What follows belongs to an exercise in optimizing a design on an open flow for small area; a production flow would make more cautious choices.
At most, simulation tests tie the RTL to the original design; equivalence was not proved.
For run 1, only the layout was checked, not whether the RTL still works.
Power figures rest on the tool's default switching activity, not on a simulated workload.

==> flow/design.v (outline; a module is shown in full before it is edited, if it fits) <==
// module spr_p1: 2588 lines
// module spr_p2: 2332 lines
// module font_rom: 199 lines
// module kof_top: 296 lines
module kof_top(input wire clk, input wire rst, input wire [3:0] btn, input wire ps2d, ps2c,
			input wire [7:0] sw, output wire [3:0] an, output wire [7:0] segment,
			output wire hsync, vsync, output wire [2:0] rgb);
  // ...
==> flow/flow/run.sh <==
#!/bin/bash
# Standard synthesis, then the combinational logic is re-mapped for area with a stronger ABC
# script (registers, their names and cell types are kept), then the standard layout flow.
set -euo pipefail
LIB=$FLOW_HOME/platforms/sky130hd/lib/sky130_fd_sc_hd__tt_025C_1v80.lib
RES=orfs/results/sky130hd/kof_top/base
bash standard.sh synth > synth.log 2>&1
cp $RES/1_2_yosys.v std_synth.v
python3 flow/mk_techmap.py $LIB > cells_comb.v
DU=$(sed -n '/DONT_USE_CELLS/,/^$/p' $FLOW_HOME/platforms/sky130hd/config.mk | grep -o "sky130_fd_sc_hd__[a-z0-9_]*" | sed 's/^/-dont_use /' | tr '\n' ' ')
cat > remap.ys <<EOS
read_liberty -lib $LIB
read_verilog std_synth.v
hierarchy -check -top kof_top
techmap -map cells_comb.v
techmap
opt -purge
abc -liberty $LIB $DU -script flow/deep.abc
splitnets
opt_clean -purge
hilomap -singleton -hicell sky130_fd_sc_hd__conb_1 HI -locell sky130_fd_sc_hd__conb_1 LO
insbuf -buf sky130_fd_sc_hd__buf_4 A X
opt_clean -purge
tee -o remap_stat.txt stat -liberty $LIB
write_verilog -noattr -nohex -nodec remap.v
EOS
yosys -s remap.ys > remap.log 2>&1
cp remap.v $RES/1_2_yosys.v
rm -f $RES/1_synth.odb $RES/1_synth.sdc
bash standard.sh finish > finish.log 2>&1
==> flow/flow/deep.abc <==
strash
&get -n
&deepsyn -T 120
&put
dch -f
amap
==> flow/flow/mk_techmap.py <==
# Generate a yosys techmap turning combinational sky130 cells into generic logic.
import re, sys
lib = open(sys.argv[1]).read()
out = []
# crude liberty parser: cell blocks
seen = set()
for m in re.finditer(r'\n\s*cell\s*\(\s*"?([\w]+)"?\s*\)\s*\{', lib):
    name = m.group(1)
    if name in seen:
        continue
    seen.add(name)
    # find block end by brace matching
    i = m.end(); depth = 1
    while depth:
        c = lib[i]
        if c == '{': depth += 1
        elif c == '}': depth -= 1
        i += 1
    body = lib[m.end():i]
    if re.search(r'\bff\s*\(|\blatch\s*\(|statetable', body):
        continue
    pins = []
    for pm in re.finditer(r'\n\s*pin\s*\(\s*"?(\w+)"?\s*\)\s*\{', body):
        j = pm.end(); d = 1
        while d:
            c = body[j]
            if c == '{': d += 1
            elif c == '}': d -= 1
            j += 1
        pb = body[pm.end():j]
        dirm = re.search(r'direction\s*:\s*"?(\w+)"?', pb)
        fm = re.search(r'function\s*:\s*"([^"]*)"', pb)
        pins.append((pm.group(1), dirm.group(1) if dirm else None, fm.group(1) if fm else None))
    outs = [p for p in pins if p[1] == 'output']
    ins = [p for p in pins if p[1] == 'input']
    if not outs or any(o[2] is None for o in outs):
        continue
    if re.search(r'three_state|tristate', body):
        continue
    ports = [p[0] for p in ins] + [o[0] for o in outs]
    s = f"module {name}(" + ", ".join(ports) + ");\n"
    for p in ins: s += f"  input {p[0]};\n"
    for o in outs:
        f = o[2].replace('!', '~')
        f = re.sub(r'\)\s*\(', ') & (', f)
        s += f"  output {o[0]};\n  assign {o[0]} = {f};\n"
    s += "endmodule\n"
    out.append(s)
print("\n".join(out))
==> flow/standard.sh <==
#!/bin/bash
# synth_recipe.tcl (not shown) runs the flow's synth.tcl, then flattens the netlist and writes it again
# the make line also repeats each setting of config.mk as NAME=value (left out here)
make -C /OpenROAD-flow-scripts/flow DESIGN_CONFIG=/design/flow/config.mk WORK_HOME=/design/flow/orfs CLKGATE_MAP_FILE= SYNTH_SCRIPT=/design/flow/synth_recipe.tcl "${@:-finish}"
==> flow/config.mk <==
export PLATFORM = sky130hd
export DESIGN_NAME = kof_top
export DESIGN_NICKNAME = kof_top
export VERILOG_FILES = /design/flow/design.v
export SDC_FILE = /design/flow/constraint.sdc
export NUM_CORES = 4
export LEC_CHECK = 0
export CAP_MARGIN = 20
export CORE_MARGIN = 2
export CORE_UTILIZATION = 40
export SLEW_MARGIN = 20
export SYNTH_MEMORY_MAX_BITS = 131072
==> flow/constraint.sdc <==
create_clock -name core_clock -period 20.0 [get_ports {clk}]
set_input_delay 4.0000 -clock core_clock [delete_from_list [all_inputs] [get_ports {clk}]]
set_output_delay 4.0000 -clock core_clock [all_outputs]
set_load 0.01 [all_outputs]
==> summary.txt, run 1 <==
Status: no timing/DRC/antenna violations
Pin count of the biggest net entering global routing: 29
Clock power share: 46.1%
H-Tree Depth: 4
Final Util: 45.38%
Post-route minimum period: 7.085 ns
Final HPWL DP: 29.67 mm
WL met1: 17.22 mm
Synthesized area: 10470 sq um
Setup Crit Path Kind: reg -> out
DR vias/cell: 6.051
Die X-Extent: 165.8 um
FP Rows: 59
Endpoints failing setup: 0
Max reg flops: 19
Cells after Synth: 1575
CP max FO: 7
Hold slack: 0.3637 ns
GRT Util Overall: 27.23%
Final non-clock buffer share: 2.681%
Switching power total: 0.1662 mW
Combinational share of power: 3.8%
Multi-input logic area: 6299 sq um
Final period util: 35.42%
DRT Wirelength: 38.51 mm
CTS Sinks: 166
Commonest non-fill, non-tap cells in the layout: 361 x nor2_1, 201 x clkinv_1, 157 x dfxtp_1, 124 x nand2_1, 124 x o21ai_0
Critical Path End: segment[4]
Met3 Routed Length: 2.801 mm
FF-to-FF Start: x1[4]
Tightest Pin Transition: 1.017 ns
Vias in the first global route: 10770
==> module kof_top, before the edit <==
module kof_top(input wire clk, input wire rst, input wire [3:0] btn, input wire ps2d, ps2c,
			input wire [7:0] sw, output wire [3:0] an, output wire [7:0] segment,
			output wire hsync, vsync, output wire [2:0] rgb);
	wire grst = rst | ~sw[0];           
	reg mod2;
	reg [9:0] hc, vc;
	reg hs, vs;
	wire h_end = (hc == 10'd799);
	wire v_end = (vc == 10'd524);
	always @(posedge clk)
		if (rst) begin
			mod2 <= 1'b0; hc <= 10'd0; vc <= 10'd0;
		end else begin
			mod2 <= ~mod2;
			if (mod2) hc <= h_end ? 10'd0 : hc + 10'd1;
			if (mod2 & h_end) vc <= v_end ? 10'd0 : vc + 10'd1;
		end
	always @(posedge clk) begin
		hs <= (hc >= 10'd656) && (hc <= 10'd751);
		vs <= (vc >= 10'd513) && (vc <= 10'd514);
	end
	assign hsync = hs;
	assign vsync = vs;
	wire video_on = (hc < 10'd640) && (vc < 10'd480);
	wire frame = (vc == 10'd481) && (hc == 10'd0) && ~mod2;
	reg [1:0] gs;
	reg over, timeout;
	wire gs_start = (gs == 2'd0);
	wire gs_run = (gs == 2'd1);
	always @(posedge clk)
		if (grst) gs <= 2'd0;
		else case (gs)
			2'd0: gs <= 2'd1;
			2'd1: if (over) gs <= 2'd3; else if (timeout) gs <= 2'd2;
			default: ;
		endcase
	wire greset = rst | gs_start;        
	reg [2:0] t1;
	reg [3:0] t0;
	reg [18:0] c1s;
	wire tzero = (t1 == 3'd0) && (t0 == 4'd0);
	always @(posedge clk)
		if (greset) begin
			t1 <= 3'd6; t0 <= 4'd0; c1s <= 19'd0; timeout <= 1'b0;
		end else begin
			c1s <= (c1s == 19'd399999) ? 19'd0 : c1s + 19'd1;
			if (gs_run) begin
				if (tzero) timeout <= 1'b1;
				else if (c1s == 19'd399999) begin
					if (t0 == 4'd0) begin t0 <= 4'd9; t1 <= t1 - 3'd1; end
					else t0 <= t0 - 4'd1;
				end
			end
		end
	reg [2:0] t1d;
	reg [3:0] t0d;
	always @(posedge clk) begin t1d <= t1; t0d <= t0; end
	reg [3:0] b1, b2;                   
	reg [3:0] bd;                       
	reg [2:0] hv;
	reg [3:0] hit;
	wire c1 = bd[3] | (bd[2] ? (b1 <= 4'd10) : (b1 == 4'd0));
	wire c2 = bd[1] | (bd[0] ? (b2 <= 4'd10) : (b2 == 4'd0));
	always @(posedge clk)
		if (greset) begin
			b1 <= 4'd15; b2 <= 4'd15; over <= 1'b0;
		end else if (frame & gs_run) begin
			if (c1) b1 <= 4'd0; else if (bd[2]) b1 <= b1 - 4'd10;
			if (c2) b2 <= 4'd0; else if (bd[0]) b2 <= b2 - 4'd10;
			if (c1 | c2) over <= 1'b1;
		end
	always @(posedge clk)
		if (grst) begin
			bd <= 4'd0; hv <= 3'd0;
		end else if (frame & ~gs_start) begin
			if (hv == 3'd5) begin bd <= hit; hv <= 3'd0; end
			else begin bd <= 4'd0; hv <= hv + 3'd1; end
		end
	reg [3:0] b1d, b2d;
	always @(posedge clk) begin b1d <= b1; b2d <= b2; end
	reg [12:0] cd;
	always @(posedge clk)
		if (rst) cd <= 13'd0;
		else if (mod2 && (hc[4:0] == 5'd31)) cd <= cd + 13'd1;
	wire [1:0] sel = cd[12:11];
	assign an = ~(4'b0001 << sel);
	wire [3:0] dv = sel[1] ? b1d : b2d;
	wire tens = (dv >= 4'd10);
	wire [3:0] units = tens ? dv - 4'd10 : dv;
	wire [3:0] digit = sel[0] ? {3'b000, tens} : units;
	reg [6:0] seg;
	always @(*)
		case (digit)
			4'd0: seg = 7'b1000000;
			4'd1: seg = 7'b1111001;
			4'd2: seg = 7'b0100100;
			4'd3: seg = 7'b0110000;
			4'd4: seg = 7'b0011001;
			4'd5: seg = 7'b0010010;
			4'd6: seg = 7'b0000010;
			4'd7: seg = 7'b1111000;
			4'd8: seg = 7'b0000000;
			4'd9: seg = 7'b0010000;
			4'd10: seg = 7'b0001000;
			4'd11: seg = 7'b0000011;
			4'd12: seg = 7'b1000110;
			4'd13: seg = 7'b0100001;
			4'd14: seg = 7'b0000110;
			default: seg = 7'b0001110;
		endcase
	assign segment = {1'b1, seg};
	reg s0, s1, s2, s3;
	wire ne = ~s0 & ~s1 & s2 & s3;
	reg [3:0] cnt;
	reg nsh;
	reg [7:0] din;
	reg kbrk, kexp, kdone;
	reg [3:0] rs;
	reg kb, ke;                          
	reg [3:0] asc;                       
	reg [3:0] cls;
	always @(*) begin
		cls = 4'd0;
		if (~ke)
			case (din)
				8'h23: cls = 4'b1000;    
				8'h1C: cls = 4'b1001;    
				8'h1D: cls = 4'b1010;    
				8'h1B: cls = 4'b1011;    
				default: cls = 4'd0;
			endcase
		else
			case (din)
				8'h6B: cls = 4'b1100;    
				8'h74: cls = 4'b1101;    
				8'h75: cls = 4'b1110;    
				8'h72: cls = 4'b1111;    
				default: cls = 4'd0;
			endcase
	end
	always @(posedge clk) nsh <= ne;
	always @(posedge clk)
		if (nsh && (cnt >= 4'd2) && (cnt <= 4'd9)) din <= {ps2d, din[7:1]};
	always @(posedge clk)
		if (kdone) ke <= kexp;
	always @(posedge clk)
		if (grst) begin
			s0 <= 1'b0; s1 <= 1'b0; s2 <= 1'b0; s3 <= 1'b0;
			cnt <= 4'd0;
			kbrk <= 1'b0; kexp <= 1'b0; kdone <= 1'b0;
			kb <= 1'b0; rs <= 4'd0; asc <= 4'd0;
		end else begin
			s0 <= ps2c; s1 <= s0; s2 <= s1; s3 <= s2;
			if (cnt == 4'd11) cnt <= 4'd0;
			else if (ne) cnt <= cnt + 4'd1;
			kdone <= (cnt == 4'd11) && (din != 8'hE0) && (din != 8'hF0);
			if (cnt == 4'd11) begin
				if (din == 8'hE0) kexp <= 1'b1;
				else if (din == 8'hF0) kbrk <= 1'b1;
			end
			if (kdone) begin
				kb <= kbrk;
				kbrk <= 1'b0;
				kexp <= 1'b0;
			end
			rs <= {rs[2:0], kdone};
			if (rs[3] & ~kb) asc <= cls;
		end
	wire [3:0] act = (~kb & asc[3]) ? asc : 4'd0;
	reg [7:0] x1, x2;
	reg [2:0] a1, a2;
	reg [1:0] f1, f2;
	reg dl1, dl2;
	reg [2:0] a1n, a2n;
	reg [1:0] f1n, f2n;
	reg dl1n, dl2n;
	reg [7:0] x1n, x2n;
	wire hitc = (x1 + 8'd16 > x2);
	wire [3:0] hitn = {(a2 == 3'd3) && (f2 == 2'd2) && hitc, (a2 == 3'd4) && (f2 == 2'd2) && hitc,
	                   (a1 == 3'd3) && (f1 == 2'd2) && hitc, (a1 == 3'd4) && (f1 == 2'd2) && hitc};
	always @(*) begin
		a1n = a1; f1n = f1; dl1n = dl1;
		a2n = a2; f2n = f2; dl2n = dl2;
		if (a1 == 3'd0) begin
			if (act[3] & ~act[2]) begin a1n = {1'b0, act[1:0]} + 3'd1; f1n = 2'd0; end
		end else if (f1 != 2'd3) begin
			if (dl1) begin f1n = f1 + 2'd1; dl1n = 1'b0; end
			else dl1n = 1'b1;
		end else begin
			a1n = 3'd0; f1n = 2'd0; dl1n = 1'b0;
		end
		if (a2 == 3'd0) begin
			if (act[3] & act[2]) begin a2n = {1'b0, act[1:0]} + 3'd1; f2n = 2'd0; end
		end else if (f2 != 2'd3) begin
			if (dl2) begin f2n = f2 + 2'd1; dl2n = 1'b0; end
			else dl2n = 1'b1;
		end else begin
			a2n = 3'd0; f2n = 2'd0; dl2n = 1'b0;
		end
		x1n = x1;
		if ((a1n == 3'd1) && (x1 + 8'd9 <= x2)) x1n = x1 + 8'd1;
		else if ((a1n == 3'd2) && (x1 > 8'd8)) x1n = x1 - 8'd1;
		x2n = x2;
		if ((a2n == 3'd1) && (x1n + 8'd9 <= x2)) x2n = x2 - 8'd1;
		else if ((a2n == 3'd2) && (x2 <= 8'd138)) x2n = x2 + 8'd1;
	end
	always @(posedge clk)
		if (rst | (frame & ~gs[0])) begin
			x1 <= 8'd25; x2 <= 8'd37;
			a1 <= 3'd0; f1 <= 2'd0; dl1 <= 1'b0;
			a2 <= 3'd0; f2 <= 2'd0; dl2 <= 1'b0;
			hit <= 4'd0;
		end else if (frame) begin
			if (gs_run) begin
				x1 <= x1n; x2 <= x2n;
				a1 <= a1n; f1 <= f1n; dl1 <= dl1n;
				a2 <= a2n; f2 <= f2n; dl2 <= dl2n;
				hit <= hitn;
			end else hit <= 4'd0;
		end
	wire [9:0] ry = vc - 10'd380;
	wire on_y = (vc >= 10'd380) && (vc <= 10'd444);
	wire [10:0] dx1 = {1'b0, hc} - {1'b0, x1, 2'b00};
	wire [10:0] dx2 = {1'b0, hc} - {1'b0, x2, 2'b10};
	wire p1_on = on_y && ~dx1[10] && ((dx1[9:6] == 4'd0) || (dx1[9:0] == 10'd64));
	wire p2_on = on_y && ~dx2[10] && ((dx2[9:6] == 4'd0) || (dx2[9:0] == 10'd64));
	wire [1:0] q1, q2;
	spr_p1 sp1(.a(a1), .f(f1), .row(ry[5:2]), .col(dx1[5:2]), .q(q1));
	spr_p2 sp2(.a(a2), .f(f2), .row(ry[5:2]), .col(dx2[5:2]), .q(q2));
	wire bar_y = (vc >= 10'd10) && (vc <= 10'd60);
	wire p1bar = bar_y && (hc >= 10'd10) && (hc <= 10'd210);
	wire p2bar = bar_y && (hc >= 10'd330) && (hc <= 10'd530);
	wire red1 = (hc <= 10'd10 + {5'd0, b1, 1'b0});
	wire red2 = (hc >= 10'd530 - {5'd0, b2, 1'b0});
	wire ground = (vc >= 10'd444);
	reg [2:0] grgb;
	always @(*)
		if (p1_on && (q1 != 2'b11)) grgb = {q1[1], q1[0], q1[0]};
		else if (p2_on && (q2 != 2'b11)) grgb = {q2[1], q2[1], q2[0]};
		else if (p1bar) grgb = red1 ? 3'b100 : 3'b111;
		else if (p2bar) grgb = red2 ? 3'b100 : 3'b111;
		else if (ground) grgb = 3'b010;
		else grgb = 3'b111;
	wire [4:0] X5 = hc[9:5];
	wire [4:0] Y5 = vc[9:5];
	wire br_start = gs_start && (Y5 == 5'd4) && (X5 >= 5'd5) && (X5 <= 5'd9);
	wire br_go = (gs == 2'd3) && (Y5 == 5'd4) && (X5 >= 5'd4) && (X5 <= 5'd12);
	wire br_to = (gs == 2'd2) && (Y5 == 5'd4) && (X5 >= 5'd4) && (X5 <= 5'd10);
	wire br_win = gs[1] && (Y5 == 5'd6) && (X5 >= 5'd5) && (X5 <= 5'd10);
	wire br_time = (Y5 == 5'd1) && (X5 >= 5'd7) && (X5 <= 5'd8);
	wire p1wins = (b2 == 4'd0);
	wire txt = br_start | br_go | br_to | br_win | br_time;
	wire txt_real = br_start | br_go | br_to | (br_win & p1wins) | br_time;
	reg [4:0] ch;
	always @(*) begin
		ch = 5'd0;
		if (br_start)
			case (X5)
				5'd5: ch = 5'h07; 5'd6: ch = 5'h06; 5'd7: ch = 5'h00; 5'd8: ch = 5'h04;
				default: ch = 5'h06;
			endcase
		else if (br_go)
			case (X5)
				5'd4: ch = 5'h02; 5'd5: ch = 5'h00; 5'd6: ch = 5'h08; 5'd7: ch = 5'h03;
				5'd8: ch = 5'h0e; 5'd9: ch = 5'h01; 5'd10: ch = 5'h05; 5'd11: ch = 5'h03;
				default: ch = 5'h04;
			endcase
		else if (br_to)
			case (X5)
				5'd4: ch = 5'h06; 5'd5: ch = 5'h0b; 5'd6: ch = 5'h08; 5'd7: ch = 5'h03;
				5'd8: ch = 5'h01; 5'd9: ch = 5'h09;
				default: ch = 5'h06;
			endcase
		else if (br_win) begin
			if (p1wins)
				case (X5)
					5'd5: ch = 5'h0d; 5'd6: ch = 5'h11; 5'd7: ch = 5'h0e; 5'd8: ch = 5'h0a;
					5'd9: ch = 5'h0b;
					default: ch = 5'h0c;
				endcase
		end else if (br_time)
			ch = (X5 == 5'd7) ? {2'b10, t1d} : {1'b1, t0d};
	end
	wire [2:0] frow = txt_real ? vc[4:2] : 3'd0;
	wire [7:0] fdata;
	font_rom from(.ch(ch), .r(frow), .data(fdata));
	reg fbit;
	always @(posedge clk) fbit <= fdata[~hc[4:2]];
	wire [2:0] frgb = (txt_real & fbit) ? 3'b000 : 3'b111;
	wire [2:0] rgb_next = ~video_on ? 3'b000 : txt ? frgb : grgb;
	reg [2:0] rgb_reg;
	always @(posedge clk)
		if (rst | sw[1]) rgb_reg <= 3'b000;
		else if (mod2) rgb_reg <= rgb_next;
	assign rgb = rgb_reg;
endmodule
==> run 2: changes to the inputs <==
--- a/flow/design.v
+++ b/flow/design.v
@@ -5130,14 +5130,12 @@
 	always @(posedge clk)
 		if (rst) begin
-			mod2 <= 1'b0; hc <= 10'd0; vc <= 10'd0;
+			mod2 <= 1'b0; hc <= 10'd0; vc <= 10'd0; hs <= 1'b0; vs <= 1'b0;
 		end else begin
 			mod2 <= ~mod2;
 			if (mod2) hc <= h_end ? 10'd0 : hc + 10'd1;
 			if (mod2 & h_end) vc <= v_end ? 10'd0 : vc + 10'd1;
+			hs <= (hc >= 10'd656) && (hc <= 10'd751);
+			vs <= (vc >= 10'd513) && (vc <= 10'd514);
 		end
-	always @(posedge clk) begin
-		hs <= (hc >= 10'd656) && (hc <= 10'd751);
-		vs <= (vc >= 10'd513) && (vc <= 10'd514);
-	end
 	assign hsync = hs;
 	assign vsync = vs;
@@ -5163,13 +5161,11 @@
 		if (greset) begin
 			t1 <= 3'd6; t0 <= 4'd0; c1s <= 19'd0; timeout <= 1'b0;
-		end else begin
-			c1s <= (c1s == 19'd399999) ? 19'd0 : c1s + 19'd1;
-			if (gs_run) begin
-				if (tzero) timeout <= 1'b1;
-				else if (c1s == 19'd399999) begin
-					if (t0 == 4'd0) begin t0 <= 4'd9; t1 <= t1 - 3'd1; end
-					else t0 <= t0 - 4'd1;
-				end
-			end
+		end else if (gs_run) begin
+			if (tzero) timeout <= 1'b1;
+			else if (c1s == 19'd399999) begin
+				c1s <= 19'd0;
+				if (t0 == 4'd0) begin t0 <= 4'd9; t1 <= t1 - 3'd1; end
+				else t0 <= t0 - 4'd1;
+			end else c1s <= c1s + 19'd1;
 		end
 	reg [2:0] t1d;
@@ -5199,9 +5195,9 @@
 	reg [3:0] b1d, b2d;
 	always @(posedge clk) begin b1d <= b1; b2d <= b2; end
-	reg [12:0] cd;
+	reg [18:0] cd;
 	always @(posedge clk)
-		if (rst) cd <= 13'd0;
-		else if (mod2 && (hc[4:0] == 5'd31)) cd <= cd + 13'd1;
-	wire [1:0] sel = cd[12:11];
+		if (rst) cd <= 19'd0;
+		else cd <= cd + 19'd1;
+	wire [1:0] sel = cd[18:17];
 	assign an = ~(4'b0001 << sel);
 	wire [3:0] dv = sel[1] ? b1d : b2d;
@@ -5236,11 +5232,13 @@
 	reg [7:0] din;
 	reg kbrk, kexp, kdone;
-	reg [3:0] rs;
-	reg kb, ke;                          
-	reg [3:0] asc;                       
+	reg kb;                              
+	reg [3:0] kcode;                     
+	reg [2:0] rs;
+	reg [3:0] asc;
+	reg [3:0] act;
 	reg [3:0] cls;
 	always @(*) begin
 		cls = 4'd0;
-		if (~ke)
+		if (~kexp)
 			case (din)
 				8'h23: cls = 4'b1000;    
@@ -5261,31 +5259,41 @@
 	always @(posedge clk) nsh <= ne;
 	always @(posedge clk)
-		if (nsh && (cnt >= 4'd2) && (cnt <= 4'd9)) din <= {ps2d, din[7:1]};
-	always @(posedge clk)
-		if (kdone) ke <= kexp;
-	always @(posedge clk)
 		if (grst) begin
 			s0 <= 1'b0; s1 <= 1'b0; s2 <= 1'b0; s3 <= 1'b0;
-			cnt <= 4'd0;
+			cnt <= 4'd0; din <= 8'd0;
 			kbrk <= 1'b0; kexp <= 1'b0; kdone <= 1'b0;
-			kb <= 1'b0; rs <= 4'd0; asc <= 4'd0;
+			kb <= 1'b0; kcode <= 4'd0; rs <= 3'd0; asc <= 4'd0; act <= 4'd0;
 		end else begin
 			s0 <= ps2c; s1 <= s0; s2 <= s1; s3 <= s2;
 			if (cnt == 4'd11) cnt <= 4'd0;
 			else if (ne) cnt <= cnt + 4'd1;
-			kdone <= (cnt == 4'd11) && (din != 8'hE0) && (din != 8'hF0);
+			if (nsh)
+				case (cnt)
+					4'd2: din[0] <= ps2d;
+					4'd3: din[1] <= ps2d;
+					4'd4: din[2] <= ps2d;
+					4'd5: din[3] <= ps2d;
+					4'd6: din[4] <= ps2d;
+					4'd7: din[5] <= ps2d;
+					4'd8: din[6] <= ps2d;
+					4'd9: din[7] <= ps2d;
+					default: ;
+				endcase
+			kdone <= 1'b0;
 			if (cnt == 4'd11) begin
 				if (din == 8'hE0) kexp <= 1'b1;
 				else if (din == 8'hF0) kbrk <= 1'b1;
+				else begin
+					kb <= kbrk;
+					if (~kbrk) kcode <= cls;
+					kdone <= 1'b1;
+					kexp <= 1'b0;
+					kbrk <= 1'b0;
+				end
 			end
-			if (kdone) begin
-				kb <= kbrk;
-				kbrk <= 1'b0;
-				kexp <= 1'b0;
-			end
-			rs <= {rs[2:0], kdone};
-			if (rs[3] & ~kb) asc <= cls;
+			rs <= {rs[1:0], kdone};
+			if (rs[2]) asc <= kcode;
+			act <= (~kb & asc[3]) ? asc : 4'd0;
 		end
-	wire [3:0] act = (~kb & asc[3]) ? asc : 4'd0;
 	reg [7:0] x1, x2;
 	reg [2:0] a1, a2;
==> flow/run.sh (new file) <==
#!/bin/bash
# synth_recipe.tcl (not shown) runs the flow's synth.tcl, then flattens the netlist and writes it again
# the make line also repeats each setting of config.mk as NAME=value (left out here)
make -C /OpenROAD-flow-scripts/flow DESIGN_CONFIG=/design/flow/config.mk WORK_HOME=/design/flow/orfs CLKGATE_MAP_FILE= SYNTH_SCRIPT=/design/flow/synth_recipe.tcl finish
removed: flow/flow/run.sh
removed: flow/flow/deep.abc
removed: flow/flow/mk_techmap.py
removed: flow/standard.sh
==> run 2 against run 1 <==
  * Still clean on timing, DRC and antenna
  * Register-to-register slack got worse by 1.1 ns
  * Utilization fell by 2.2 points
  * Non-clock buffer count rose by 7
  * Critical path depth up 25
  * Clock-buffer cell count is 2 lower
  * Final cell count is 33% higher
  * Worst hold slack lost 0.0016 ns
  * Sequential share of layout area decreased by 8.2 points
  * Maximum frequency fell by 8.9%
  * Setup slack worse by 0.69 ns
  * Critical endpoint is now x2[7]
  * Largest power group unchanged
==> summary.txt, run 2 <==
CTS root buf: clkbuf_16
Slew Limit Headroom: 25.69%
Tightest Pin Transition: 1.101 ns (+0.08402 ns)
Full die area: 41550 sq um
Synth top area cells: dfxtp_1 22%, ha_1 11%, nor2_1 5.9%
Setup crit start kind: register
Peak VDD IR: 0.00006889 V
Non-Filler Instances: 2619
Post-cts gate resize count: 0
RSZ-0062 raised after global routing: false
Switching power total: 0.1902 mW (+14%)
Post-Place Cells: 2587
Commonest non-fill, non-tap cell in the layout: nor2_1
Slowest stage cell, crit path: nor4b_2
Largest registers in the final layout: c1s x19, cd x19
Initial antenna violation count: 1
Worst path bufs/invs: 2
Pin count of the biggest net entering global routing: 70 (+140%)
Sequential power share: 48.5%
Synth warn: 4
Area leader, netlist: dfxtp_1
Antenna cells: 0
Post-route minimum period: 7.776 ns (+0.6912 ns)
Post-synth net total: 2314
Vias in the first global route: 15085 (+40%)
Top routing layer in use: met4
CTS tree: done
Combinational share of power: 3.9% (about the same)
Slew Viols, Final: 0
Endpoint of the worst hold path: t1d[0]
Initial DRC Count: 1416
Hold Crit Class: reg -> reg
Fin. Hold Viols: 0
Fin Clk Skew: 0.01724 ns
Io pins: 33
Post-CTS setup buffers: 0
Share of cells above drive strength 1: 5.301%
Clk Latency, worst-skew pair: 0.45 ns
Internal power: 0.5480 mW
Worst EP required: 20.31 ns
Worst R2R Setup Slack: 12.22 ns
Met3 Routed Length: 3.609 mm (+29%)
DR WL/cell: 18.94 um
Status: no timing/DRC/antenna violations
Hold path depth: 0
Die X-Extent: 203.8 um (+23%)
Seq/Total Area, Yosys: 22.31%
Routed met2 length: 21.75 mm
Worst flop-to-flop path endpoint: x2[7]
GRT Util Overall: 23.70% (-3.5 points)
Endpoints failing setup: 0 (unchanged)
CTS Sinks: 178 (+7.2%)
Post-route antenna net violation count: 0
H-Tree Depth: 4 (unchanged)
FP Rows: 73 (+24%)
Hold Path Origin: t1[0]
Max incr delay on CP: 0.73 ns
Setup TNS Final: 0 ns
Sw Share: 25.77%
Global route total overflow: 0
Commonest non-fill, non-tap cells in the layout: 252 x nor2_1, 198 x nand2_1, 177 x dfxtp_1, 159 x a21oi_1, 143 x ha_1
Final period util: 38.88% (+3.5 points)
Pwr dens: 43.21 nW/um^2
Clock power share: 47.6% (+1.5 points)
Top-count cell post-synth: nor2_1
Area growth from synthesis to final layout: 6.947%
Pre-Repair DR Iteration Count: 6
WL met1: 22.82 mm (+33%)
Starting Density: 40.39%
Hold-fix buffers at CTS: 0
DRC errors left: 0
Leak Pwr: 6.330 nW
Post-synth top area share: 22.31%
Setup Crit Path Kind: reg -> reg
DR vias/cell: 6.152 (+1.7%)
Cells after Synth: 2152 (+37%)
Async SR Flop Fraction: 0%
Core Region: 39550 sq um
Worst path top cell family by delay: compound AO/OA/AOI/OAI gates
Final HPWL DP: 36.09 mm (+22%)
Final GP Congestion: 0.9609
FF-to-FF Start: x1[0]
TritonCTS Buffers: 17
Max Root-Sink Buffers: 2
WP data arrival: 8.09 ns
Synthesized area: 15980 sq um (+53%)
Max_cap viols: 0
F_max: 128.6 MHz
Top post-synthesis cells by count: 252 x nor2_1, 198 x nand2_1, 178 x dfxtp_1
Number of synthesized flops with an enable pin: 0
Clock Pin Slew Worst Setup and Hold Paths: 0.07 ns
Global-route wire length before repair: 80.85 mm
CP max FO: 8 (+1)
Yosys reg bits: 178
I/O Buffers: 21
Crit path top cell by count: o21ai_0
Worst Setup End Kind: register
Die Y: 203.8 um
Main synth FF type: dfxtp_1
DRT Wirelength: 49.59 mm (+29%)
Syn Area/Cell: 7.423 sq um
Nets: 2243
Worst reg-to-reg path cell count: 35
Yosys cell types: 103
Via Count: 16111
==> run 2: changes by cell type in the layout (fill, tap and decap cells not counted), sizes merged, moves of 24 or more <==
cell    before  now
xor2         0   48
nor2       361  256
nand2      124  198
o22ai       48   17
xnor2        0   54
nor3        89   65
ha           0  143
inv          5   95
mux2i        0   38
nand3       31   95
a21oi      106  160
clkinv     207    6
==> run 2: power by group through the flow <==
stage / sequential [mW] / combinational (mW) / clock (mW)
global route: 0.358 / 0.0314 / 0.375
global placement: 0.366 / 0.0279 / 0
finish: 0.358 / 0.0288 / 0.351
floorplan: 0.365 / 0.0199 / 0
CTS: 0.358 / 0.0283 / 0.360
detailed placement: 0.366 / 0.0281 / 0
==> run 2: how the worst max path moves through the flow <==
stage | cells past startpoint | to | slack (ns) | startpoint
final | 35 | x2[7] | 12.22 | x1[0]
after global routing | 35 | x2[7] | 11.49 | x1[2]
after detailed placement | 35 | x2[7] | 12.28 | x1[0]
after floorplan | 36 | x2[7] | 13.46 | x1[2]
after global placement | 35 | x2[7] | 12.45 | x1[2]
after CTS | 35 | x2[7] | 12.26 | x1[0]
==> run 2: cells by family (layout without fill, tap and decap cells) <==
logic type                 count (synthesis)  in the layout  share of synthesized area [%]
and+or+nand+nor                          848            848                          26.20
AOI/OAI and AO/OA                        613            613                          25.92
buffers and inverters                    219            161                          5.514
DFF                                      178            178                          22.31
adders and majority gates                146            146                          11.58
xor gates and xnor gates                 102            102                          5.592
muxes                                     45             45                          2.874
other                                      1              1                        0.02347
==> run 2: layer usage <==
layer	vias to the layer above	GRT usage (%)
met3	109	3.747
met1	7624	33.18
met4	0	7.951
met5	-	0
li1	7722	-
met2	656	36.94
==> run 2: cell type report <==
class	instances	area [sq um]
clock buffers	17	425.4
clock inverters	15	197.7
fillers	4014	22460
inverters	87	326.6
multi-input cells	1755	11550
flip-flops and latches	178	3565
well taps	525	656.9
repair buffers	42	367.9
==> run 2: through the flow <==
step                      hold slack, ns  area, sq um  power (mW)  setup slack (ns)  util [%]
after detailed placement          0.3457        16460      0.3945             12.28     41.62
after global placement            0.3536        16460      0.3942             12.45     41.62
after global routing              0.3720        17090      0.7647             11.49     43.20
after CTS                         0.3659        17090      0.7466             12.26     43.20
final                             0.3620        17090      0.7383             12.22     43.20
after floorplan                   0.3308        15980      0.3852             13.46         -

==> afterwards: timing with drivers on the ports <==
The flow's constraints put no driver on any port. The routed layouts listed below were extracted and timed again, unchanged, in two steps. Step 1: set_driving_cell puts a clkbuf_16 on clk and a buf_2 on each other input, an assumption about the parent block. Step 2 also shifts input and output timing later by t, the mid clock arrival at the registers, as if the neighbouring blocks saw the same clock. Slacks: ideal / step 1 / step 2; pairs: ideal / step 1.
run | t (ns) | setup slack, ns | worst hold slack (ns) | latest minus earliest clock arrival (ns)
run 1 | 0.476 | 12.915 / 12.868 / 12.943 | 0.364 / 0.364 / 0.364 | 0.009 / 0.009
run 2 | 0.487 | 12.224 / 12.224 / 12.224 | 0.362 / 0.362 / 0.362 | 0.017 / 0.018
After both steps setup and hold are still met in every run listed.
